Background: an optimization exercise with open tools, aiming at small area, a short achievable clock period and few clock cycles. Do not read the settings as production practice. Function was checked by simulation only, so behaviour that the tests miss may differ from the original. No activity file was given, so power comes from the tool's default toggle rates.

**flow/config.mk**
```make
export PLATFORM = sky130hd
export DESIGN_NAME = RISC_V_Pipeline
export DESIGN_NICKNAME = RISC_V_Pipeline
export VERILOG_FILES = /design/flow/design.v
export SDC_FILE = /design/flow/constraint.sdc
export NUM_CORES = 4
export LEC_CHECK = 0
export CAP_MARGIN = 20
export CELL_PAD_IN_SITES_DETAIL_PLACEMENT = 1
export CELL_PAD_IN_SITES_GLOBAL_PLACEMENT = 2
export CORE_MARGIN = 2
export CORE_UTILIZATION = 30
export SLEW_MARGIN = 20
```
**flow/constraint.sdc**
```tcl
create_clock -name core_clock -period 14.0 [get_ports {clk}]
set_input_delay 2.8000 -clock core_clock [delete_from_list [all_inputs] [get_ports {clk}]]
set_output_delay 2.8000 -clock core_clock [all_outputs]
set_load 0.01 [all_outputs]
```
**flow/design.v**
```verilog
module Reg_param #(
parameter width=32,
parameter reset_value = 0
) 
(
input rst, clk, enable,
input [width-1:0]D,
output reg [width-1:0]Q);
always@(posedge rst, posedge clk) begin
	 if(rst==1)
		    Q  <= reset_value;
	 else if(enable==1)
		      Q <= D;
			else
			   Q <= Q;
	end
endmodule
module Register #(parameter DATA_WIDTH=32)(
  input [(DATA_WIDTH-1):0] D,
  input [(DATA_WIDTH-1):0] RST_D,
  input rst,
  input en,
  input clk,
  output reg [(DATA_WIDTH-1):0]Q
);
always @ (posedge clk, posedge rst)
begin
  if(rst==1)begin
    Q<=RST_D;
  end
  else if (en == 1) begin
    Q<=D;
  end
end
endmodule
module Mux #(parameter WIDTH = 32)(
input [4:0]       Sel,
input [WIDTH-1:0] Din0, 
input [WIDTH-1:0] Din1,
input [WIDTH-1:0] Din2,
input [WIDTH-1:0] Din3,
input [WIDTH-1:0] Din4,
input [WIDTH-1:0] Din5,
input [WIDTH-1:0] Din6,
input [WIDTH-1:0] Din7,
input [WIDTH-1:0] Din8,
input [WIDTH-1:0] Din9,
input [WIDTH-1:0] Din10,
input [WIDTH-1:0] Din11,
input [WIDTH-1:0] Din12,
input [WIDTH-1:0] Din13,
input [WIDTH-1:0] Din14,
input [WIDTH-1:0] Din15,
input [WIDTH-1:0] Din16,
input [WIDTH-1:0] Din17,
input [WIDTH-1:0] Din18,
input [WIDTH-1:0] Din19,
input [WIDTH-1:0] Din20,
input [WIDTH-1:0] Din21,
input [WIDTH-1:0] Din22,
input [WIDTH-1:0] Din23,
input [WIDTH-1:0] Din24,
input [WIDTH-1:0] Din25,
input [WIDTH-1:0] Din26,
input [WIDTH-1:0] Din27,
input [WIDTH-1:0] Din28,
input [WIDTH-1:0] Din29,
input [WIDTH-1:0] Din30,
input [WIDTH-1:0] Din31,
output reg [WIDTH-1:0] Dout );
always @ (*) begin
    case(Sel)
	     5'b00000    : Dout = Din0;
		  5'b00001    : Dout = Din1;
		  5'b00010    : Dout = Din2;
		  5'b00011    : Dout = Din3;
		  5'b00100    : Dout = Din4;
		  5'b00101    : Dout = Din5;
		  5'b00110    : Dout = Din6;
		  5'b00111    : Dout = Din7;
		  5'b01000    : Dout = Din8;
		  5'b01001    : Dout = Din9;
		  5'b01010    : Dout = Din10;
		  5'b01011    : Dout = Din11;
		  5'b01100    : Dout = Din12;
		  5'b01101    : Dout = Din13;
		  5'b01110    : Dout = Din14;
		  5'b01111    : Dout = Din15;
		  5'b10000    : Dout = Din16;
		  5'b10001    : Dout = Din17;
		  5'b10010    : Dout = Din18;
		  5'b10011    : Dout = Din19;
		  5'b10100    : Dout = Din20;
		  5'b10101    : Dout = Din21;
		  5'b10110    : Dout = Din22;
		  5'b10111    : Dout = Din23;
		  5'b11000    : Dout = Din24;
		  5'b11001    : Dout = Din25;
		  5'b11010    : Dout = Din26;
		  5'b11011    : Dout = Din27;
		  5'b11100    : Dout = Din28;
		  5'b11101    : Dout = Din29;
		  5'b11110    : Dout = Din30;
		  5'b11111    : Dout = Din31;
    endcase
end      
endmodule
module Mux2x1 #(parameter DATA_WIDTH = 32)
(
	input		   Selector,
	input			[DATA_WIDTH-1:0]	I_0,
	input			[DATA_WIDTH-1:0]	I_1,
	output reg 	[DATA_WIDTH-1:0]	Mux_Out
);
	always@(*) begin
		case (Selector)
			0	:	Mux_Out = I_0;
			1	:	Mux_Out = I_1;
		endcase	
	end	
endmodule
module Mux4x1 #(parameter DATA_WIDTH = 32)
(
	input			[1:0]					Selector,
	input			[DATA_WIDTH-1:0]	I_0,
	input			[DATA_WIDTH-1:0]	I_1,
	input			[DATA_WIDTH-1:0]	I_2,
	input			[DATA_WIDTH-1:0]	I_3,
	output reg 	[DATA_WIDTH-1:0]	Mux_Out
);
	always@(*) begin
		case (Selector)
			0	:	Mux_Out = I_0;
			1	:	Mux_Out = I_1;
			2	:	Mux_Out = I_2;
			3	:	Mux_Out = I_3;
		endcase	
	end	
endmodule
module Decoder_Onehot
(
	input			[4:0]		Write_Register,
	output reg	[31:0]	one_hot
);
	always@(*) begin
		case (Write_Register)
			0	:	one_hot = 32'b00000000_00000000_00000000_00000001;
			1	:	one_hot = 32'b00000000_00000000_00000000_00000010;
			2	:	one_hot = 32'b00000000_00000000_00000000_00000100;
			3	:	one_hot = 32'b00000000_00000000_00000000_00001000;
			4	:	one_hot = 32'b00000000_00000000_00000000_00010000;
			5	:	one_hot = 32'b00000000_00000000_00000000_00100000;
			6	:	one_hot = 32'b00000000_00000000_00000000_01000000;
			7	:	one_hot = 32'b00000000_00000000_00000000_10000000;
			8	:	one_hot = 32'b00000000_00000000_00000001_00000000;
			9	:	one_hot = 32'b00000000_00000000_00000010_00000000;
			10	:	one_hot = 32'b00000000_00000000_00000100_00000000;
			11	:	one_hot = 32'b00000000_00000000_00001000_00000000;
			12	:	one_hot = 32'b00000000_00000000_00010000_00000000;
			13	:	one_hot = 32'b00000000_00000000_00100000_00000000;
			14	:	one_hot = 32'b00000000_00000000_01000000_00000000;
			15	:	one_hot = 32'b00000000_00000000_10000000_00000000;
			16	:	one_hot = 32'b00000000_00000001_00000000_00000000;
			17	:	one_hot = 32'b00000000_00000010_00000000_00000000;
			18	:	one_hot = 32'b00000000_00000100_00000000_00000000;
			19	:	one_hot = 32'b00000000_00001000_00000000_00000000;
			20	:	one_hot = 32'b00000000_00010000_00000000_00000000;
			21	:	one_hot = 32'b00000000_00100000_00000000_00000000;
			22	:	one_hot = 32'b00000000_01000000_00000000_00000000;
			23	:	one_hot = 32'b00000000_10000000_00000000_00000000;
			24	:	one_hot = 32'b00000001_00000000_00000000_00000000;
			25	:	one_hot = 32'b00000010_00000000_00000000_00000000;
			26	:	one_hot = 32'b00000100_00000000_00000000_00000000;
			27	:	one_hot = 32'b00001000_00000000_00000000_00000000;
			28	:	one_hot = 32'b00010000_00000000_00000000_00000000;
			29	:	one_hot = 32'b00100000_00000000_00000000_00000000;
			30	:	one_hot = 32'b01000000_00000000_00000000_00000000;
			31	:	one_hot = 32'b10000000_00000000_00000000_00000000;
		endcase
	end	
endmodule
module Reg_File # (parameter ADDR_WIDTH=5, parameter DATA_WIDTH=32)
	(
	input [ADDR_WIDTH-1:0] A1, A2, A3,
	input rst, clk,
	input WE3, 
	input [DATA_WIDTH-1:0] WD3, 
	output [DATA_WIDTH-1:0]RD1, RD2
	);
wire [DATA_WIDTH-1:0] q [DATA_WIDTH-1:0];
wire [DATA_WIDTH-1:0] one_hot;
Decoder_Onehot dec (.Write_Register(A3), .one_hot(one_hot) );
Reg_param zero (.rst(rst), .clk(clk), .enable(one_hot[0]  & WE3 ), .D(0),   .Q(q[0]));
Reg_param ra   (.rst(rst), .clk(clk), .enable(one_hot[1]  & WE3 ), .D(WD3), .Q(q[1]));
Reg_param #(.reset_value(32'h7fffeffc)) sp   (.rst(rst), .clk(clk), .enable(one_hot[2]  & WE3),  .D(WD3), .Q(q[2]));
Reg_param gp   (.rst(rst), .clk(clk), .enable(one_hot[3]  & WE3),  .D(WD3), .Q(q[3]));
Reg_param tp   (.rst(rst), .clk(clk), .enable(one_hot[4]  & WE3),  .D(WD3), .Q(q[4]));
Reg_param t0   (.rst(rst), .clk(clk), .enable(one_hot[5]  & WE3),  .D(WD3), .Q(q[5]));
Reg_param t1   (.rst(rst), .clk(clk), .enable(one_hot[6]  & WE3),  .D(WD3), .Q(q[6]));
Reg_param t2   (.rst(rst), .clk(clk), .enable(one_hot[7]  & WE3),  .D(WD3), .Q(q[7]));
Reg_param s0   (.rst(rst), .clk(clk), .enable(one_hot[8]  & WE3),  .D(WD3), .Q(q[8]));
Reg_param s1   (.rst(rst), .clk(clk), .enable(one_hot[9]  & WE3),  .D(WD3), .Q(q[9]));
Reg_param a0   (.rst(rst), .clk(clk), .enable(one_hot[10] & WE3), .D(WD3), .Q(q[10]));
Reg_param a1   (.rst(rst), .clk(clk), .enable(one_hot[11] & WE3), .D(WD3), .Q(q[11]));
Reg_param a2   (.rst(rst), .clk(clk), .enable(one_hot[12] & WE3), .D(WD3), .Q(q[12]));
Reg_param a3   (.rst(rst), .clk(clk), .enable(one_hot[13] & WE3), .D(WD3), .Q(q[13]));
Reg_param a4   (.rst(rst), .clk(clk), .enable(one_hot[14] & WE3), .D(WD3), .Q(q[14]));
Reg_param a5   (.rst(rst), .clk(clk), .enable(one_hot[15] & WE3), .D(WD3), .Q(q[15]));
Reg_param a6   (.rst(rst), .clk(clk), .enable(one_hot[16] & WE3), .D(WD3), .Q(q[16]));
Reg_param a7   (.rst(rst), .clk(clk), .enable(one_hot[17] & WE3), .D(WD3), .Q(q[17]));
Reg_param s2   (.rst(rst), .clk(clk), .enable(one_hot[18] & WE3), .D(WD3), .Q(q[18]));
Reg_param s3   (.rst(rst), .clk(clk), .enable(one_hot[19] & WE3), .D(WD3), .Q(q[19]));
Reg_param s4   (.rst(rst), .clk(clk), .enable(one_hot[20] & WE3), .D(WD3), .Q(q[20]));
Reg_param s5   (.rst(rst), .clk(clk), .enable(one_hot[21] & WE3), .D(WD3), .Q(q[21]));
Reg_param s6   (.rst(rst), .clk(clk), .enable(one_hot[22] & WE3), .D(WD3), .Q(q[22]));
Reg_param s7   (.rst(rst), .clk(clk), .enable(one_hot[23] & WE3), .D(WD3), .Q(q[23]));
Reg_param s8   (.rst(rst), .clk(clk), .enable(one_hot[24] & WE3), .D(WD3), .Q(q[24]));
Reg_param s9   (.rst(rst), .clk(clk), .enable(one_hot[25] & WE3), .D(WD3), .Q(q[25]));
Reg_param s10   (.rst(rst), .clk(clk), .enable(one_hot[26] & WE3), .D(WD3), .Q(q[26]));
Reg_param s11   (.rst(rst), .clk(clk), .enable(one_hot[27] & WE3), .D(WD3), .Q(q[27]));
Reg_param t3   (.rst(rst), .clk(clk), .enable(one_hot[28] & WE3), .D(WD3), .Q(q[28]));
Reg_param t4   (.rst(rst), .clk(clk), .enable(one_hot[29] & WE3), .D(WD3), .Q(q[29]));
Reg_param t5   (.rst(rst), .clk(clk), .enable(one_hot[30] & WE3), .D(WD3), .Q(q[30]));
Reg_param t6   (.rst(rst), .clk(clk), .enable(one_hot[31] & WE3), .D(WD3), .Q(q[31]));
Mux Mux1to32_1 (
						  .Sel(A1),
						  .Din0(q[0]), 
						  .Din1(q[1]),
						  .Din2(q[2]),
						  .Din3(q[3]),
						  .Din4(q[4]),
						  .Din5(q[5]),
						  .Din6(q[6]),
						  .Din7(q[7]),
						  .Din8(q[8]),
						  .Din9(q[9]),
						  .Din10(q[10]),
						  .Din11(q[11]),
						  .Din12(q[12]),
						  .Din13(q[13]),
						  .Din14(q[14]),
						  .Din15(q[15]),
						  .Din16(q[16]),
						  .Din17(q[17]),
						  .Din18(q[18]),
						  .Din19(q[19]),
						  .Din20(q[20]),
						  .Din21(q[21]),
						  .Din22(q[22]),
						  .Din23(q[23]),
						  .Din24(q[24]),
						  .Din25(q[25]),
						  .Din26(q[26]),
						  .Din27(q[27]),
						  .Din28(q[28]),
						  .Din29(q[29]),
						  .Din30(q[30]),
						  .Din31(q[31]),
						  .Dout(RD1) 
					);
Mux Mux1to32_2 (
						  .Sel(A2),
						  .Din0(q[0]), 
						  .Din1(q[1]),
						  .Din2(q[2]),
						  .Din3(q[3]),
						  .Din4(q[4]),
						  .Din5(q[5]),
						  .Din6(q[6]),
						  .Din7(q[7]),
						  .Din8(q[8]),
						  .Din9(q[9]),
						  .Din10(q[10]),
						  .Din11(q[11]),
						  .Din12(q[12]),
						  .Din13(q[13]),
						  .Din14(q[14]),
						  .Din15(q[15]),
						  .Din16(q[16]),
						  .Din17(q[17]),
						  .Din18(q[18]),
						  .Din19(q[19]),
						  .Din20(q[20]),
						  .Din21(q[21]),
						  .Din22(q[22]),
						  .Din23(q[23]),
						  .Din24(q[24]),
						  .Din25(q[25]),
						  .Din26(q[26]),
						  .Din27(q[27]),
						  .Din28(q[28]),
						  .Din29(q[29]),
						  .Din30(q[30]),
						  .Din31(q[31]),
						  .Dout(RD2) 
					);
endmodule
module ALU # (parameter DATA_WIDTH = 32)
(
	input			[3: 0]					Control,
	input			[DATA_WIDTH-1: 0]		A,
	input			[DATA_WIDTH-1: 0]		B,
	output reg 	[DATA_WIDTH-1: 0] 	Result
);
	always @ (*) begin
		Result = 32'b0;
		case (Control)
			4'b0000	:	Result = A + B;
			4'b0001	:	Result = A - B;
			4'b0010	:	Result = A * B;
			4'b0011	:	Result = A & B;
			4'b0100	:	Result = A | B;
			4'b0101	: 	Result = A ^ B;
			4'b0110	: 	Result = A << B;
			4'b0111	: 	Result = A >> B;
		    4'b1000	:	Result = (A < B) ? 32'd1 : 32'd0;
			default:		Result = 32'b0;
		endcase
	end
endmodule
module alu2(
input  [31:0] SrcA, 
input  [31:0] SrcB, 
input  [3:0] ALUControl , 
output reg  [31:0] ALUResult, 
output  Zero, Sign);
wire [31:0] Sum;
wire Overflow;
assign Sum = SrcA + (ALUControl[0] ? ~SrcB : SrcB) + ALUControl[0];   
assign Overflow = ~(ALUControl[0] ^ SrcB[31] ^ SrcA[31]) & (SrcA[31] ^ Sum[31]) & (~ALUControl[1]);
assign Zero = ~(|ALUResult);
assign Sign = ALUResult[31];
always @ (*) begin
		casex (ALUControl)
				4'b000x: ALUResult = Sum;				 
				4'b0010: ALUResult = SrcA & SrcB;	 
				4'b0011: ALUResult = SrcA | SrcB;	 
				4'b0100: ALUResult = SrcA << SrcB;	 
				4'b0101: ALUResult = (SrcA < SrcB) ? 32'd1 : 32'd0;
				4'b0110: ALUResult = SrcA * SrcB;    
				4'b0111: ALUResult = SrcA >> SrcB;   
				4'b1000: ALUResult = ($unsigned(SrcA) < $unsigned(SrcB));  
				4'b1111: ALUResult = SrcA >>> SrcB;  
				default: ALUResult = 32'b0;
		endcase
end
endmodule
module aludec(
input       opb5,
input  [2:0] funct3,
input        funct7b5, funct7b1,
input  [1:0] ALUOp,
output reg [3:0] ALUControl);
wire RtypeSub, RtypeMul;
assign RtypeSub = funct7b5 & opb5;  
assign RtypeMul = funct7b1 & opb5 & (~funct7b5);  
always @ * begin
	case(ALUOp)
		2'b00: ALUControl = 4'b0000;  
		2'b01: ALUControl = 4'b0001;  
		default: case(funct3)  
			3'b000: 
			   if (RtypeSub) begin
				ALUControl = 4'b0001;end   
				else if (RtypeMul) begin
				ALUControl = 4'b0110;end  
			else
				ALUControl = 4'b0000; 
			3'b001: ALUControl = 4'b0100;  
			3'b010: ALUControl = 4'b0101;  
			3'b011: ALUControl = 4'b1000;  
			3'b101: if (~funct7b5)
				ALUControl = 4'b0111;	 
			else
				ALUControl = 4'b1111;   
			3'b110: ALUControl = 4'b0011;  
			3'b111: ALUControl = 4'b0010;  
			default: ALUControl = 4'b0000;  
			endcase
	endcase
end
endmodule
module control_signals(
	input   [6:0] op,
	input 	[2:0] Funct3,
	output  [1:0] ResultSrc,
	output        MemWrite,
	output        Branch, Branchn, ALUSrcA, 
	output  [1:0] ALUSrcB,
	output        RegWrite, Jump,
	output  [2:0] ImmSrc,
	output  [1:0] ALUOp
	);
localparam I_Type_LOAD    	= 7'h3;
localparam S_Type    		= 7'h23;
localparam R_Type    		= 7'h33;
localparam B_Type    		= 7'h63;
localparam I_Type_LOGIC    = 7'h13;
localparam J_JAL_Type    	= 7'h6F;
localparam U_AUIPC_Type    = 7'h17;
localparam U_LUI_type      = 7'h37;
localparam I_JALR_Type    	= 7'h67;
localparam value_reset    	= 7'h00;
reg [14:0] controls;
always@* begin
	case(op)
		I_Type_LOAD: 	controls = 15'b1_000_0_01_0_01_00_00_0;  
		S_Type: 			controls = 15'b0_001_0_01_1_00_00_00_0;  
		R_Type: 			controls = 15'b1_000_0_00_0_00_00_10_0;  
		B_Type:
        case(Funct3)
		       3'b000:		 
					      controls = 15'b0_010_0_00_0_00_10_01_0;  
				 3'b001: 
				         controls = 15'b0_010_0_00_0_00_01_01_0;  
				 default: 
				         controls = 15'b0_000_0_00_0_00_00_00_0;
							endcase
		I_Type_LOGIC:  controls = 15'b1_000_0_01_0_00_00_10_0;  
		J_JAL_Type: 	controls = 15'b1_011_0_00_0_10_00_00_1;  
		U_AUIPC_Type:  controls = 15'b1_100_1_10_0_00_00_00_0;  
		U_LUI_type: 	controls = 15'b1_100_1_01_0_00_00_00_0;  
		I_JALR_Type: 	controls = 15'b1_000_0_01_0_10_00_00_1;  
		value_reset: 	controls = 15'b0_000_0_00_0_00_00_00_0;  
		default: 		controls = 15'b0_000_0_00_0_00_00_00_0;  
	endcase
end
assign RegWrite 	= controls [14];	
assign ImmSrc 		= controls [13:11];
assign ALUSrcA 	= controls [10];
assign ALUSrcB		= controls [9:8];
assign  MemWrite 	= controls [7];
assign ResultSrc 	= controls [6:5];
assign Branch 	   = controls [4];
assign Branchn 	= controls [3];
assign ALUOp 		= controls [2:1];
assign Jump  		= controls [0];
endmodule
module c_ID_IEx (
input clk, reset, clear,
input RegWriteD, MemWriteD, JumpD, BranchD, BranchnD, ALUSrcAD,
input [1:0] ALUSrcBD,
input [1:0] ResultSrcD, 
input [3:0] ALUControlD,
output reg RegWriteE, MemWriteE, JumpE, BranchE, BranchnE,  ALUSrcAE,
output reg [1:0] ALUSrcBE,
output reg [1:0] ResultSrcE,
output reg [3:0] ALUControlE);
always @( negedge clk, posedge reset ) begin
		if (reset) begin
			RegWriteE <= 0;
			MemWriteE <= 0;
			JumpE <= 0;
			BranchE <= 0; 
			BranchnE <= 0; 
			ALUSrcAE <= 0;
			ALUSrcBE <= 0;
			ResultSrcE <= 0;
			ALUControlE <= 0;          
		end
		else if (clear) begin
			RegWriteE <= 0;
			MemWriteE <= 0;
			JumpE <= 0;
			BranchE <= 0;
		   BranchnE <= 0; 	
			ALUSrcAE <= 0;
			ALUSrcBE <= 0;
			ResultSrcE <= 0;
			ALUControlE <= 0;    			
		end
		else begin
			RegWriteE <= RegWriteD;
			MemWriteE <= MemWriteD;
			JumpE <= JumpD;
			BranchE <= BranchD; 
			BranchnE <= BranchnD;
			ALUSrcAE <= ALUSrcAD;
			ALUSrcBE <= ALUSrcBD;
			ResultSrcE <= ResultSrcD;
			ALUControlE <= ALUControlD;   
		end
	 end
endmodule
module c_IEx_IM (
input            clk, reset,
input            RegWriteE, MemWriteE,
input      [1:0] ResultSrcE,  
output reg       RegWriteM, MemWriteM,
output reg [1:0] ResultSrcM);
    always @( negedge clk, posedge reset ) begin
        if (reset) begin
            RegWriteM <= 0;
            MemWriteM <= 0;
            ResultSrcM <= 0;
        end
        else begin
            RegWriteM <= RegWriteE;
            MemWriteM <= MemWriteE;
            ResultSrcM <= ResultSrcE; 
        end
    end
endmodule
module c_IM_IW (
input            clk, reset, 
input            RegWriteM, 
input      [1:0] ResultSrcM, 
output reg       RegWriteW, 
output reg [1:0] ResultSrcW);
    always @( negedge clk, posedge reset ) begin
        if (reset) begin
            RegWriteW <= 0;
            ResultSrcW <= 0;           
        end
        else begin
            RegWriteW <= RegWriteM;
            ResultSrcW <= ResultSrcM;  
        end
    end
endmodule
module controller(
input         clk, reset,
input  [6:0]  op,
input  [6:0]  opE,
input  [2:0]  funct3,
input         funct7b5, funct7b1,
input         ZeroE,
input      	  SignE,
input  		  FlushE,
output  		  ResultSrcE0,
output  [1:0] ResultSrcW,
output  		  MemWriteM,
output  		  PCJalSrcE, PCSrcE, ALUSrcAE, 
output  [1:0] ALUSrcBE,
output  		  RegWriteM, RegWriteW,
output  [2:0] ImmSrcD,
output  [3:0] ALUControlE);
wire 	  [1:0] ALUOpD;
wire 	  [1:0] ResultSrcD, ResultSrcE, ResultSrcM;
wire    [3:0] ALUControlD;
wire          BranchD , BranchE, MemWriteD, MemWriteE, JumpD, JumpE;
wire          BranchnD , BranchnE;
wire          ZeroOp, ALUSrcAD, RegWriteD, RegWriteE;
wire    [1:0] ALUSrcBD;
wire 			  SignOp;
wire 			  BranchOp;
control_signals ctl_sig(
												.op(op),
												.Funct3(funct3),
												.ResultSrc(ResultSrcD),
												.MemWrite(MemWriteD),
												.Branch(BranchD),
											   .Branchn(BranchnD),	
												.ALUSrcA(ALUSrcAD), 
												.ALUSrcB(ALUSrcBD),
												.RegWrite(RegWriteD), 
												.Jump(JumpD),
												.ImmSrc(ImmSrcD),
												.ALUOp(ALUOpD)
							   );
aludec aludec				(
												.opb5(op[5]),
												.funct3(funct3),
												.funct7b5(funct7b5),
												.funct7b1(funct7b1),
												.ALUOp(ALUOpD),
												.ALUControl(ALUControlD)
								 );
c_ID_IEx c_pipreg0      (
												.clk(clk), .reset(reset), .clear(FlushE),
												.RegWriteD(RegWriteD), .MemWriteD(MemWriteD), 
												.JumpD(JumpD), .BranchD(BranchD), .BranchnD(BranchnD), .ALUSrcAD(ALUSrcAD),
												.ALUSrcBD(ALUSrcBD),
												.ResultSrcD(ResultSrcD), 
												.ALUControlD(ALUControlD),
												.RegWriteE(RegWriteE), 
												.MemWriteE(MemWriteE), 
												.JumpE(JumpE), 
												.BranchE(BranchE), 
											   .BranchnE(BranchnE),	
												.ALUSrcAE(ALUSrcAE),
												.ALUSrcBE(ALUSrcBE),
												.ResultSrcE(ResultSrcE),
												.ALUControlE(ALUControlE)
                        );
assign ResultSrcE0 = ResultSrcE[0];
c_IEx_IM c_pipreg1(
												.clk(clk), .reset(reset),
												.RegWriteE(RegWriteE), .MemWriteE(MemWriteE),
												.ResultSrcE(ResultSrcE),  
												.RegWriteM(RegWriteM), .MemWriteM(MemWriteM),
												.ResultSrcM(ResultSrcM)
);
c_IM_IW c_pipreg2(
												.clk(clk), .reset(reset), 
												.RegWriteM(RegWriteM), 
												.ResultSrcM(ResultSrcM), 
												.RegWriteW(RegWriteW), 
												.ResultSrcW(ResultSrcW)
);
wire andbne, andbeq;
assign andbne = BranchnE & ~ZeroE;
assign andbeq = BranchE  & ZeroE;
assign PCSrcE = (andbne | andbeq) | JumpE;
assign PCJalSrcE = (opE == 7'b1100111) ? 1 : 0;  
endmodule
module hazardunit(
input       [4:0] Rs1D, Rs2D, Rs1E, Rs2E,
input       [4:0] RdE, RdM, RdW,
input             RegWriteM, RegWriteW,
input             ResultSrcE0, PCSrcE,
output reg  [1:0] ForwardAE, ForwardBE,
output         StallD, StallF, FlushD, FlushE);
wire lwStall;
    always @ * begin
	    ForwardAE = 2'b00;
		 ForwardBE = 2'b00;
        if ((Rs1E == RdM) & (RegWriteM) & (Rs1E != 0))  
            ForwardAE = 2'b10;  
        else if ((Rs1E == RdW) & (RegWriteW) & (Rs1E != 0))
            ForwardAE = 2'b01;  
        if ((Rs2E == RdM) & (RegWriteM) & (Rs2E != 0))
            ForwardBE = 2'b10;  
        else if ((Rs2E == RdW) & (RegWriteW) & (Rs2E != 0))
            ForwardBE = 2'b01;  
	  end
   assign lwStall = (ResultSrcE0 == 1) & ((RdE == Rs1D) | (RdE == Rs2D));
	assign StallF = lwStall;
	assign StallD = lwStall;
	assign FlushE = lwStall | PCSrcE;
	assign FlushD = PCSrcE;
endmodule
module IF_ID (
  input  clk, reset, clear, enable,
  input      [31:0] InstrF, PCF, PCPlus4F,
  output reg [31:0] InstrD, PCD, PCPlus4D
);
  always @( negedge clk, posedge reset) begin
    if (reset) begin  
      InstrD <= 0;
      PCD <= 0;
      PCPlus4D <= 0;
    end
    else if (enable) begin
      if (clear) begin  
        InstrD <= 0;
        PCD <= 0;
        PCPlus4D <= 0;
      end
      else begin
        InstrD <= InstrF;
        PCD <= PCF;
        PCPlus4D <= PCPlus4F;
      end
    end
  end
endmodule
module ID_IEx  (
    input         clk, reset, clear,
    input  [31:0] RD1D, RD2D, PCD, 
    input  [4:0]  Rs1D, Rs2D, RdD, 
    input  [31:0] ImmExtD, PCPlus4D,
	 input [6:0] OpD,
	 input [6:0] Funct7D,
	 input [2:0] Funct3D,
    output reg [31:0] RD1E, RD2E, PCE, 
    output reg [4:0]  Rs1E, Rs2E, RdE, 
    output reg [31:0] ImmExtE, PCPlus4E,
	 output reg [6:0] OpE,
	 output reg [6:0] Funct7E,
	 output reg [2:0] Funct3E
	 );
    always @( negedge clk, posedge reset ) begin
        if (reset) begin
            RD1E <= 0;
            RD2E <= 0;
            PCE <= 0;
            Rs1E <= 0;
            Rs2E <= 0;
            RdE <= 0;
            ImmExtE <= 0;
            PCPlus4E <= 0;
				OpE <= 0;
				Funct7E <= 0;
				Funct3E <= 0;
        end
        else if (clear) begin
            RD1E <= 0;
            RD2E <= 0;
            PCE <= 0;
            Rs1E <= 0;
            Rs2E <= 0;
            RdE <= 0;
            ImmExtE <= 0;
            PCPlus4E <= 0;
				OpE <= 0;
				Funct7E <= 0;
				Funct3E <= 0;
        end
        else begin
            RD1E <= RD1D;
            RD2E <= RD2D;
            PCE <= PCD;
            Rs1E <= Rs1D;
            Rs2E <= Rs2D;
            RdE <= RdD;
            ImmExtE <= ImmExtD;
            PCPlus4E <= PCPlus4D;
				OpE <= OpD;
				Funct7E <= Funct7D;
				Funct3E <= Funct3D ;
        end
    end
endmodule
module IEx_IMem(
input  clk, reset,
input      [31:0] ALUResultE, WriteDataE, 
input      [4:0]  RdE, 
input      [31:0] PCPlus4E,
output reg [31:0] ALUResultM, WriteDataM,
output reg [4:0]  RdM, 
output reg [31:0] PCPlus4M);
always @( negedge clk, posedge reset ) begin 
    if (reset) begin
        ALUResultM <= 0;
        WriteDataM <= 0;
        RdM <= 0; 
        PCPlus4M <= 0;
    end
    else begin
        ALUResultM <= ALUResultE;
        WriteDataM <= WriteDataE;
        RdM <= RdE; 
        PCPlus4M <= PCPlus4E;
    end
end
endmodule
module IMem_IWB(input             clk, reset,
                input      [31:0] ALUResultM, ReadDataM,  
                input      [4:0]  RdM, 
                input      [31:0] PCPlus4M,
                output reg [31:0] ALUResultW, ReadDataW,
                output reg [4:0]  RdW, 
                output reg [31:0] PCPlus4W);
always @( negedge clk, posedge reset ) begin 
    if (reset) begin
        ALUResultW <= 0;
        ReadDataW <= 0;
        RdW <= 0; 
        PCPlus4W <= 0;
    end
    else begin
        ALUResultW <= ALUResultM;
        ReadDataW <= ReadDataM;
        RdW <= RdM; 
        PCPlus4W <= PCPlus4M;        
    end
end
endmodule
module rv32i_imm_gen (
  input [6:0] opcode,
  input [2:0] funct3,
  input [6:0] funct7,
  input [4:0] rs1,
  input [4:0] rs2,
  input [4:0] rd,
  input [11:0] imm_in,
  output reg [31:0] imm
);
  always @* begin
    case (opcode)
      7'h03:  
        imm = { {20{imm_in[11] }} , {imm_in[11:0]} };
      7'h13:  
        case (funct3)
          3'b000:  
				 imm = { {20{imm_in[11] }} , {imm_in[11:0]} };
          3'b010:  
             imm = { {20{imm_in[11] }} , {imm_in[11:0]} };
          3'b011:  
             imm = { {20{imm_in[11] }} , {imm_in[11:0]} };
          3'b100:  
             imm = { {20{imm_in[11] }} , {imm_in[11:0]} };
          3'b110:  
            imm = { {20{imm_in[11] }} , {imm_in[11:0]} };
          3'b111:  
            imm = { {20{imm_in[11] }} , {imm_in[11:0]} };
          3'b001:  
			   imm = { {27{imm_in[11]}} , {imm_in[4:0]} };
			 3'b101:  
			   imm = { {27{imm_in[11]}} , {imm_in[4:0]} };
			 default:imm = 1;  
		 endcase
      7'h6F:  
		  imm = {  {12{imm_in[11] }},  rs1[4:0]   , funct3[2:0] , imm_in[0], imm_in[10:1], 1'b0};
		7'h63:  
		    imm = {   {20{funct7[6]}} , rd[0], funct7[5:0], rd[4:1], 1'b0};
		7'h23:  
		  imm = {  {20{funct7[6]}} ,funct7[6:0],rd[4:0] };
		7'h67:  
	     imm = { {20{imm_in[11] }} , {imm_in[11:0]} };
		7'h33:  
		  imm = { {16{1'b0}}, rs2[4:0], funct7[6:0] };
		7'h17:   
		  imm = { funct7[6:0], rs2[4:0], rs1[4:0] , funct3[2:0], {12{1'b0}} };
		7'h37:   
		  imm = { funct7[6:0], rs2[4:0], rs1[4:0] , funct3[2:0], {12{1'b0}} };
		default:imm = 1;  
    endcase
  end
 endmodule 
module Memory_Controller
#(parameter DATA_WIDTH = 32, parameter ADDR_WIDTH = 32)(
	input WrtEn, RdEn,
	input [(ADDR_WIDTH-1):0] ADDRIn,
	output RAM_En,
	output RAM_rd_En,
	output GPIO_En,
	output UART_En,
	output reg[1:0] Sel,
	output reg [(ADDR_WIDTH-1):0] ADDROut
);
reg RAMen, GPIOen, ROMen, UARTen;
assign RAM_En = RAMen & WrtEn;
assign RAM_rd_En = RAMen & RdEn ;
assign GPIO_En = GPIOen & WrtEn;
assign UART_En = UARTen & WrtEn;
always @ *
begin
	if(ADDRIn >= 32'h7FFF_EEFC) begin
		RAMen = 1'b1;
		GPIOen = 1'b0;
		UARTen = 1'b0;
		ADDROut = ADDRIn - 32'h7FFF_EEFC;
		Sel = 2'd0;
	end
	else if(ADDRIn >= 32'h1001002C) begin
		RAMen = 1'b0;
		GPIOen = 1'b0;
		UARTen = 1'b1;
		ADDROut = ADDRIn - 32'h1001002C;
		Sel = 2'd1;
	end
	else if(ADDRIn >= 32'h10010024) begin
		RAMen = 0;
		GPIOen = 1;
		UARTen = 1'b0;
		ADDROut = ADDRIn - 32'h10010024;
		Sel = 2'd2;
	end
	else begin
		RAMen = 0;
		GPIOen = 0;
		UARTen = 1'b0;
		ADDROut = 32'h0;
		Sel = 2'd0;
	end
end
endmodule
module Data_Memory
#
(
	parameter	MEMORY_DEPTH = 64,
	parameter 	DATA_WIDTH = 32
)
(
	input 								clk,
	input 								Write_Enable,
	input 								Read_Enable,
	input 	[(DATA_WIDTH-1):0]	Write_Data,
	input		[(DATA_WIDTH-1):0] 	Address,
	output 	[(DATA_WIDTH-1):0] 	Read_Data
);
	reg 	[DATA_WIDTH-1:0] 	ram[MEMORY_DEPTH-1:0];
	reg 	[DATA_WIDTH-1:0] 	Address_reg;
	wire  [(DATA_WIDTH-3):0] CurrAddr;
   assign CurrAddr=Address[(DATA_WIDTH-1):2]; 
	always @ (posedge clk) begin
		if (Write_Enable) begin
			ram[CurrAddr] <= Write_Data;  
		end
	end
assign Read_Data = ram[CurrAddr]; 
endmodule
module GPIO(
	input clk,
	input rst,
	input en,
	input addr,
	input [31:0]DataToOut,
	input [7:0]PORT_IN,
	output [31:0]PORT_OUT,
	output [31:0]DataFromIn
);
wire [31:0]ToOut, FromIn;
assign DataFromIn = (addr == 1'b0)? ToOut:FromIn;
assign PORT_OUT = ToOut;
Register #(.DATA_WIDTH(32)) InReg(
.D({{24{1'b0}},PORT_IN}),
.RST_D(32'h0000_0000),
.rst(rst),
.en(1'b1),
.clk(clk),
.Q(FromIn)
);
Register #(.DATA_WIDTH(32)) OutReg(
.D(DataToOut),
.RST_D(32'h0000_0000),
.rst(rst),
.en(en),
.clk(clk),
.Q(ToOut)
);
endmodule
module Data_Path #(parameter DATA_WIDTH = 32)(
input clk, reset, 
input PCJalSrcE, PCSrcE, ALUSrcAE, 
input [1:0] ALUSrcBE,
input       RegWriteW,   
input [3:0] ALUControlE, 
input       MemWriteM,      
input       MemReadM,          
input [1:0] MemtoRegW, 
input       Branch_sel,
input       Mux_IF_sel,
output            ZeroE, SignE,
output wire [6:0] OpD,
output wire [2:0] Funct3D,
output wire [6:0] Funct7D,
input[1:0] ForwardAE, ForwardBE,
output wire [4:0] Rs1D, Rs2D, Rs1E, Rs2E,
output wire [4:0] RdE, RdM, RdW,
input  StallD, StallF, FlushD, FlushE,
input  [7:0] gpio_port_in,    
output [31:0] gpio_port_out,  
output [31:0] imem_addr,        
input  [31:0] imem_data,
output [6:0]  OpE
);
wire [DATA_WIDTH-1:0] adder_EX_res;
wire [DATA_WIDTH-1:0] pc_next, pcF, pcD, pcE, PCPlus4F, PCPlus4D, PCPlus4E;
wire [DATA_WIDTH-1:0] InstrF, InstrD;
wire [DATA_WIDTH-1:0] rd1D, rd2D, RdD;
wire [DATA_WIDTH-1:0] rd1E, rd2E, SrcAE, SrcBE, ALUResultE, PCTargetE, WriteDataE, SrcAEfor;
wire [DATA_WIDTH-1:0] ALUResultM, ReadDataM, WriteDataM, PCPlus4M; 
wire [DATA_WIDTH-1:0] ALUResultW, ReadDataW, PCPlus4W;
wire [DATA_WIDTH-1:0] ResultW, BranJumpTargetE;
wire [2:0] Funct3E;
wire [6:0] Funct7E;
wire [DATA_WIDTH-1:0] ImmExtD, ImmExtE;
wire [DATA_WIDTH-1:0] Adr;
wire [DATA_WIDTH-1:0] Data;
wire [DATA_WIDTH-1:0] SrcA,SrcB;
wire [DATA_WIDTH-1:0] ALUResult;
wire [DATA_WIDTH-1:0] Sign_Imm;
wire [DATA_WIDTH-1:0] Shifted_Imm;
wire [DATA_WIDTH-1:0] Sign_Imm_shifted;
wire RAMen, RAMen_r, GPIOen, UARTen;
wire [DATA_WIDTH-1:0] NADDR, FromMem, GPIOData, ROMDataOut, ram_out, UARTData;
wire [1:0] DataSel;
Mux2x1 jalr_mux ( 
													.Selector(PCJalSrcE), 
													.I_0(PCTargetE), 
													.I_1(ALUResultE), 
													.Mux_Out(BranJumpTargetE)
							 );
Mux2x1 IF_mux ( 
													.Selector(PCSrcE), 
													.I_0(PCPlus4F), 
													.I_1(BranJumpTargetE), 
													.Mux_Out(pc_next)
							 );
reg [DATA_WIDTH-1:0] pc_reg;
always @(negedge clk, posedge reset) begin
	if (reset)
		pc_reg <= 32'h400000;
	else if (~StallF)
		pc_reg <= pc_next;
end
assign pcF = pc_reg;
assign imem_addr = pcF;
assign InstrF    = imem_data;
ALU Add_IF    (
													.Control(4'b0000),
													.A(pcF),
													.B(32'd4),
													.Result(PCPlus4F)
				  );
IF_ID pip_reg0 (
													.clk(clk),
													.reset(reset),
													.clear(FlushD),
													.enable(~StallD),
													.InstrF(InstrF),
													.PCF(pcF),
													.PCPlus4F(PCPlus4F),
													.InstrD(InstrD),
													.PCD(pcD),
													.PCPlus4D(PCPlus4D)
                );
assign Rs1D = InstrD[19:15];
assign Rs2D = InstrD[24:20];
assign RdD = InstrD[11:7];
assign OpD     = InstrD[6:0];
assign Funct7D = InstrD[31:25];
assign Funct3D = InstrD[14:12];
rv32i_imm_gen imm_gen  (
												  .opcode(InstrD[6:0]),
												  .funct3(InstrD[14:12]),
												  .rs1(InstrD[19:15]),
												  .rs2(InstrD[24:20]),
												  .rd(InstrD[11:7]),
												  .funct7(InstrD[31:25]),
												  .imm_in(InstrD[31:20]),
												  .imm(ImmExtD)
												 );
Reg_File Reg_file      (
													.A1(InstrD[19:15]),  
													.A2(InstrD[24:20]), 
													.A3(RdW),
												   .rst(reset), .clk(clk), 
											   	.WE3(RegWriteW), .WD3(ResultW),
													.RD1(rd1D), .RD2(rd2D)
                       );
ID_IEx pip_reg1       (
													.clk(clk), 
													.reset(reset), 
													.clear(FlushE),
													.RD1D(rd1D), 
													.RD2D(rd2D), 
													.PCD(pcD), 
													.Rs1D(Rs1D), 
													.Rs2D(Rs2D), 
													.RdD(RdD), 
													.ImmExtD(ImmExtD), 
													.PCPlus4D(PCPlus4D),
													.OpD(OpD),
												   .Funct7D(Funct7D),
												   .Funct3D(Funct3D),
													.RD1E(rd1E), 
													.RD2E(rd2E), 
													.PCE(pcE), 
													.Rs1E(Rs1E), 
													.Rs2E(Rs2E), 
													.RdE(RdE), 
													.ImmExtE(ImmExtE), 
													.PCPlus4E(PCPlus4E),
													.OpE(OpE),
											      .Funct7E(Funct7E),
											      .Funct3E(Funct3E)
	                   );
Mux4x1 forwardMuxA (
													.Selector(ForwardAE),
													.I_0(rd1E),
													.I_1(ResultW),
													.I_2(ALUResultM),
													.I_3(32'b0), 
													.Mux_Out(SrcAEfor)
                   );
Mux2x1 srcamux    (
													.Selector(ALUSrcAE),
													.I_0(SrcAEfor),
													.I_1(32'b0),
													.Mux_Out(SrcAE)   
						    );
Mux4x1 forwardMuxB (
													.Selector(ForwardBE),
													.I_0(rd2E),
													.I_1(ResultW),
													.I_2(ALUResultM),
													.I_3(32'b0),  
													.Mux_Out(WriteDataE)
                   );
Mux4x1 srcbmux    (
													.Selector(ALUSrcBE),
													.I_0(WriteDataE),
													.I_1(ImmExtE),
													.I_2(PCTargetE),
													.I_3(32'b0),  
													.Mux_Out(SrcBE)
						    );
ALU Adder_EX         (
													.Control(4'b0000),
													.A(pcE), 
													.B(ImmExtE),
													.Result(PCTargetE)  
							);
alu2 Alu0            (
													.SrcA(SrcAE), 
													.SrcB(SrcBE), 
													.ALUControl(ALUControlE) , 
													.ALUResult(ALUResultE), 
													.Zero(ZeroE), .Sign(SignE)
                     );
IEx_IMem pipreg2     (
													.clk(clk), 
													.reset(reset),
													.ALUResultE(ALUResultE), 
													.WriteDataE(WriteDataE), 
													.RdE(RdE), 
													.PCPlus4E(PCPlus4E),
													.ALUResultM(ALUResultM), 
													.WriteDataM(WriteDataM),
													.RdM(RdM), 
													.PCPlus4M(PCPlus4M)
                    );
Memory_Controller #
					(
								.DATA_WIDTH(32), .ADDR_WIDTH(32)
					) 
					MemCtrl
					(
								.WrtEn(MemWriteM),
								.RdEn(MemReadM),
								.ADDRIn(ALUResultM),
								.RAM_En(RAMen),
								.RAM_rd_En(RAMen_r),
								.GPIO_En(GPIOen),
								.UART_En(UARTen),
								.Sel(DataSel),
								.ADDROut(NADDR)
					);
Mux4x1 peripheral_mux ( 
								.Selector(DataSel), 
								.I_0(ram_out), 
								.I_1(UARTData), 
								.I_2(GPIOData), 
								.I_3(0), 
								.Mux_Out(ReadDataM)
							);
Data_Memory		RAM 	(
								.clk				(clk),
								.Write_Enable	(RAMen),
								.Read_Enable   (RAMen_r),
								.Write_Data		(WriteDataM),  
								.Address       (NADDR),
								.Read_Data		(ram_out)
							);
assign UARTData = 32'b0;
GPIO gpio_0				(
								.clk(clk),
								.rst(reset),
								.en(GPIOen),
								.addr(NADDR[2]), 
								.PORT_IN(gpio_port_in),
								.DataToOut(WriteDataM), 
								.PORT_OUT(gpio_port_out),
								.DataFromIn(GPIOData)
							); 
IMem_IWB pipreg3     (
													.clk(clk), 
													.reset(reset),
													.ALUResultM(ALUResultM), 
													.ReadDataM(ReadDataM),  
													.RdM(RdM), 
													.PCPlus4M(PCPlus4M),
													.ALUResultW(ALUResultW), 
													.ReadDataW(ReadDataW),
													.RdW(RdW), 
													.PCPlus4W(PCPlus4W)
							);
Mux4x1 Write_data_mux ( 
													.Selector(MemtoRegW), 
													.I_0(ALUResultW), 
													.I_1(ReadDataW), 
													.I_2(PCPlus4W),
													.I_3(32'b0),  
													.Mux_Out(ResultW)
							 );
endmodule
module RISC_V_Pipeline
(
	input 			clk,
	input 			reset,
	output	[31:0]	imem_addr,   
	input		[31:0]	imem_data,
	input		[7:0]	GPIO_in,     
	output	[31:0]	GPIO_out
);
	wire	[6:0]	Op_w;
	wire	[2:0] Funct3_w;
	wire	[6:0] Funct7_w;
	wire			Zero_w, Sign_w ;
	wire 			Mem_Write_w;
	wire 			Mem_read_w;
	wire 	[1:0] Mem_to_Reg_w;
	wire 			RegWriteM, RegWriteW;
	wire 	[3:0]	ALUControlE;
	wire        Branch_sel_w;
	wire  [1:0] Jump_sel_w;
	wire         StallD, StallF, FlushD, FlushE, ResultSrcE0;  
	wire        PCJalSrcE, PCSrcE, ALUSrcAE;
	wire  [1:0] ALUSrcBE;
	wire  [4:0] Rs1D, Rs2D, Rs1E, Rs2E;
   wire  [4:0] RdE, RdM, RdW;
	wire [1:0] ForwardAE, ForwardBE;
	wire  [6:0] OpE_w;
	assign Mem_read_w = 1'b0;
	assign Branch_sel_w = 1'b0;
 controller control(
									.clk(clk), .reset(reset),
									.op(Op_w),
									.opE(OpE_w),
									.funct3(Funct3_w),
									.funct7b5(Funct7_w[5]),
									.funct7b1(Funct7_w[0]),
									.ZeroE(Zero_w),
									.SignE(Sign_w),
									.FlushE(FlushE),
									.ResultSrcE0(ResultSrcE0),  
									.ResultSrcW(Mem_to_Reg_w),
									.MemWriteM(Mem_Write_w),
									.PCJalSrcE(PCJalSrcE), .PCSrcE(PCSrcE), .ALUSrcAE(ALUSrcAE), 
									.ALUSrcBE(ALUSrcBE),
									.RegWriteM(RegWriteM), .RegWriteW(RegWriteW),
									.ImmSrcD(),
									.ALUControlE(ALUControlE)
);
   hazardunit h (
									.Rs1D(Rs1D), .Rs2D(Rs2D), .Rs1E(Rs1E), .Rs2E(Rs2E),
									.RdE(RdE), .RdM(RdM), .RdW(RdW),
									.RegWriteM(RegWriteM), .RegWriteW(RegWriteW),
									.ResultSrcE0(ResultSrcE0), .PCSrcE(PCSrcE),
									.ForwardAE(ForwardAE), .ForwardBE(ForwardBE),
									.StallD(StallD), .StallF(StallF), .FlushD(FlushD), .FlushE(FlushE)
	             );
	Data_Path	#
					(
						.DATA_WIDTH(32)
					)
					DataPath	(
									.clk				(clk),
									.reset			(reset),
									.MemWriteM		(Mem_Write_w),
									.MemReadM      (Mem_read_w),
									.MemtoRegW		(Mem_to_Reg_w),
									.Branch_sel    (Branch_sel_w),
									.RegWriteW		(RegWriteW),
									.ALUSrcAE      (ALUSrcAE),
									.ALUSrcBE		(ALUSrcBE),
									.ALUControlE	(ALUControlE),
									.OpD				(Op_w),
									.Funct3D			(Funct3_w),
									.Funct7D			(Funct7_w),
									.ZeroE			(Zero_w),
							      .SignE			(Sign_w),
									.PCJalSrcE		(PCJalSrcE), 
									.PCSrcE			(PCSrcE),
									.ForwardAE(ForwardAE), .ForwardBE(ForwardBE), 
									.Rs1D(Rs1D), .Rs2D(Rs2D), .Rs1E(Rs1E), .Rs2E(Rs2E), .RdE(RdE), .RdM(RdM), .RdW(RdW), 
                           .StallD(StallD), .StallF(StallF) , .FlushD(FlushD), .FlushE(FlushE),
									.gpio_port_in  (GPIO_in),
									.gpio_port_out (GPIO_out),
									.imem_addr     (imem_addr),
									.imem_data     (imem_data),
									.OpE           (OpE_w)
								);
endmodule
```
**flow/run.sh**
```bash
#!/bin/bash
# synth_recipe.tcl (not shown) runs the flow's synth.tcl, then flattens the netlist and writes it again
# the make line also repeats each setting of config.mk as NAME=value (left out here)
make -C /OpenROAD-flow-scripts/flow DESIGN_CONFIG=/design/flow/config.mk WORK_HOME=/design/flow/orfs CLKGATE_MAP_FILE= SYNTH_SCRIPT=/design/flow/synth_recipe.tcl finish
```
==> key figures <==
Outcome
  • Status: no timing/DRC/antenna violations

Clock tree
  • CTS tree: built
  • Clk slew on worst S/H paths: 0.04 ns
  • Root Driver: clkbuf_16
  • CTS H-Tree Depth: 5
  • Hold buffers post-CTS: 0
  • Later-pin clock latency in the skew report: 1.05 ns
  • Clock Path Buffers: 4
  • Clk sinks: 3608
  • CTS Buf Count: 382

Floorplan
  • Core ar.: 557000 sq um
  • Cell row count: 274
  • DIE WIDTH: 752 microns
  • # IOs: 106
  • Die Y: 752 microns
  • Starting Density: 30.1%
  • Die area: 566000 sq um

Layout
  • Share of cells above drive strength 1: 11.8%
  • Most common cell after layout, fill and taps aside: edfxtp_1
  • Largest reg by FF count: DataPath.RAM.ram
  • P&R area growth vs syn: 15.9%
  • Sequential cell area: 101000 sq um
  • Fill cells: 59600
  • Most frequent cells in the layout: edfxtp_1, a22oi_1, nand2_1, nor2_1, dfrtp_1
  • Max reg flops: 2048
  • Nets: 14900
  • Multi-input logic area: 63300 sq um

Yosys
  • Yosys warns: 26
  • Post-synthesis simple-gate area fraction: 8.66%
  • Area share of fa/ha/maj cells after synthesis: 6.98%
  • Post-Synthesis Cell Area: 168000 sq um
  • Mux cell area share after synthesis: 0.956%
  • Post-Synth XOR/XNOR Area: 1.22%
  • Top FF cell, synth: edfxtp_1
  • Synth cell types: 111
  • Synthesized flop and latch total: 3608
  • EDFF count, synth: 2048
  • Cell count after synthesis: 14100
  • Synth Area per Inst: 11.9 sq um
  • Synth Area in Compound Gates: 18.5%
  • Combinational family with the most area after synthesis: compound AO/OA/AOI/OAI gates
  • Synthesized net count: 14800
  • Synth async-reset ratio: 43.2%
  • Seq/Total Area, Yosys: 59.9%

Pwr
  • Clock power frac: 34.4%
  • Final Power: 30.3 mW
  • Comb pwr share: 25.5%
  • Internal Power: 19.6 mW
  • Leak: 72.8 nW
  • Power Density: 155 nW/um^2
  • Switching power: 10.7 mW
  • Part of the power in registers: 40.1%
  • Maximum VDD drop: 0.000235 V
  • Switching Fraction: 35.2%

Routing
  • Routed vias: 131000
  • DR vias/cell: 5.96
  • Routed WL: 833 mm
  • DR pass1 iterations: 9
  • ANT nets after route: 0
  • Routed len/inst: 37.9 microns
  • DR DRC count: 0
  • Initial DRC Count: 15900

STA
  • Max_slew headroom: 9.05%
  • Fin crit share: 97.2%
  • Minimum clock period: 13.61 ns
  • TNS Setup: 0 ns
  • Hold Vio Cnt, Final: 0
  • Final Max Slew Viols: 0
  • # setup viols final: 0
  • Slew @ Worst Pin: 1.35 ns
  • Clock skew: 0.153 ns
  • RSZ-0062 raised after global routing: false
  • Max frequency: 73.5 MHz

Worst setup path
  • Most used cell, CP: fa_1
  • Req. time, crit path: 21.79 ns
  • Crit path largest cell delay: 0.90 ns
  • Setup crit end kind: flop
  • Bufs and invs on worst path: 7
  • CP max stage cell: a2111oi_1
  • CP Class: reg -> reg
  • WP data arrival: 21.40 ns
  • Crit Path Max Fanout: 81
  • Critical Path Source Type: flop
  • CP delay by family, top: compound AO/OA/AOI/OAI gates

Global route
  • Congestion Overflow GR: 0
  • Vias in the first global route: 131000
  • Largest net degree at the start of global routing: 165
  • Initial antenna violation count: 61
  • First-pass GRT wire length: 1140 mm
  • Global Route Usage Sum: 28.5%

Placed design
  • Routability-driven placement congestion ratio: 0.914
  • Port bufs: 105
  • HPWL after detailed placement: 529 mm

Flow run
  • Max cap viols: 0

Min path
  • Hold crit path type: reg -> reg
cells in the mapped netlist, drive strengths merged, types with 69 or more instances:
library cell | number | share of area [%]
a21o | 72 | 0.32
a21oi | 865 | 2.6
a221oi | 377 | 2.0
a22o | 360 | 1.9
a22oi | 1286 | 5.7
a31oi | 71 | 0.26
a41oi | 173 | 0.90
and3 | 159 | 0.59
buf | 203 | 0.55
clkbuf | 881 | 2.0
dfrtn | 527 | 7.8
dfrtp | 1004 | 15
edfxtp | 2048 | 37
fa | 410 | 4.9
ha | 281 | 2.1
inv | 582 | 1.3
mux2 | 79 | 0.53
mux2i | 69 | 0.41
nand2 | 1163 | 2.6
nand3 | 267 | 0.80
nand4 | 144 | 0.54
nor2 | 1198 | 2.7
nor3 | 162 | 0.49
o21ai | 681 | 2.0
o31ai | 76 | 0.34
xnor2 | 168 | 0.88
power by group through the flow:
stage | Sequential [mW] | Clock, mW | Combinational [mW]
after floorplan | 12.1 | 0.000894 | 3.86
after global placement | 12.3 | 0.000894 | 7.65
after detailed placement | 12.3 | 0.000894 | 7.66
after CTS | 12.1 | 10.5 | 7.69
after global routing | 12.1 | 10.9 | 8.07
final | 12.1 | 10.4 | 7.72
layer usage:
layer / GRT usage, % / routed length, microns
met4: 11.1 / 38900
met2: 44.0 / 370000
met3: 5.11 / 65600
met1: 39.9 / 359000
met5: 0 / 149
through the flow:
stage	cells	hold slack [ns]	setup WS [ns]	instance area (sq um)	utilization (%)
after floorplan	14100	0.292	-16.85	168000	-
after global placement	21200	0.293	0.108	182000	32.6
after detailed placement	21200	0.296	0.410	182000	32.6
after CTS	22000	0.242	0.380	194000	34.9
after global routing	22000	0.255	0.0208	195000	34.9
final	22000	0.243	0.391	195000	34.9
layout make-up:
type / instances / area share (%)
flip-flops and latches: 3608 / 51.6
clock inverters: 183 / 0.939
clock buffers: 532 / 5.51
inverters: 591 / 1.14
well taps: 7452 / 4.79
multi-input cells: 8827 / 32.5
diodes: 43 / 0.0553
repair buffers: 768 / 3.45
path summary, 6_finish.rpt:
check                                                   start                             to  slack [ns]  cells past startpoint
worst max-delay path                  DataPath.pipreg3.RdW[4]            DataPath.pc_reg[28]        0.39                     37
worst min-delay path            DataPath.pipreg2.PCPlus4M[30]  DataPath.pipreg3.PCPlus4W[30]        0.24                      0
worst max register to register        DataPath.pipreg3.RdW[4]            DataPath.pc_reg[28]        0.39                     37
worst min register to register  DataPath.pipreg2.PCPlus4M[30]  DataPath.pipreg3.PCPlus4W[30]        0.24                      0
max in group asynchronous                               reset            DataPath.pc_reg[22]        3.41                      4
min in group asynchronous                               reset   DataPath.gpio_0.OutReg.Q[23]        2.54                      3
cells by family (layout without fill, tap and decap cells):
group,after synthesis,after routing
flops,3608,3608
fa+ha+maj,692,692
compound gates,4432,4432
buf+inv,1676,2074
simple gates,3333,3334
mux,149,149
other cells,0,43
xor+xnor,220,220
what timing repair did:
item,4_1_cts,5_1_grt
resized for setup,0,2
buffers inserted,0,6
setup endpoints to repair,0,151
Testbench counts, summed over its fixed seeds: cycles 103,960.
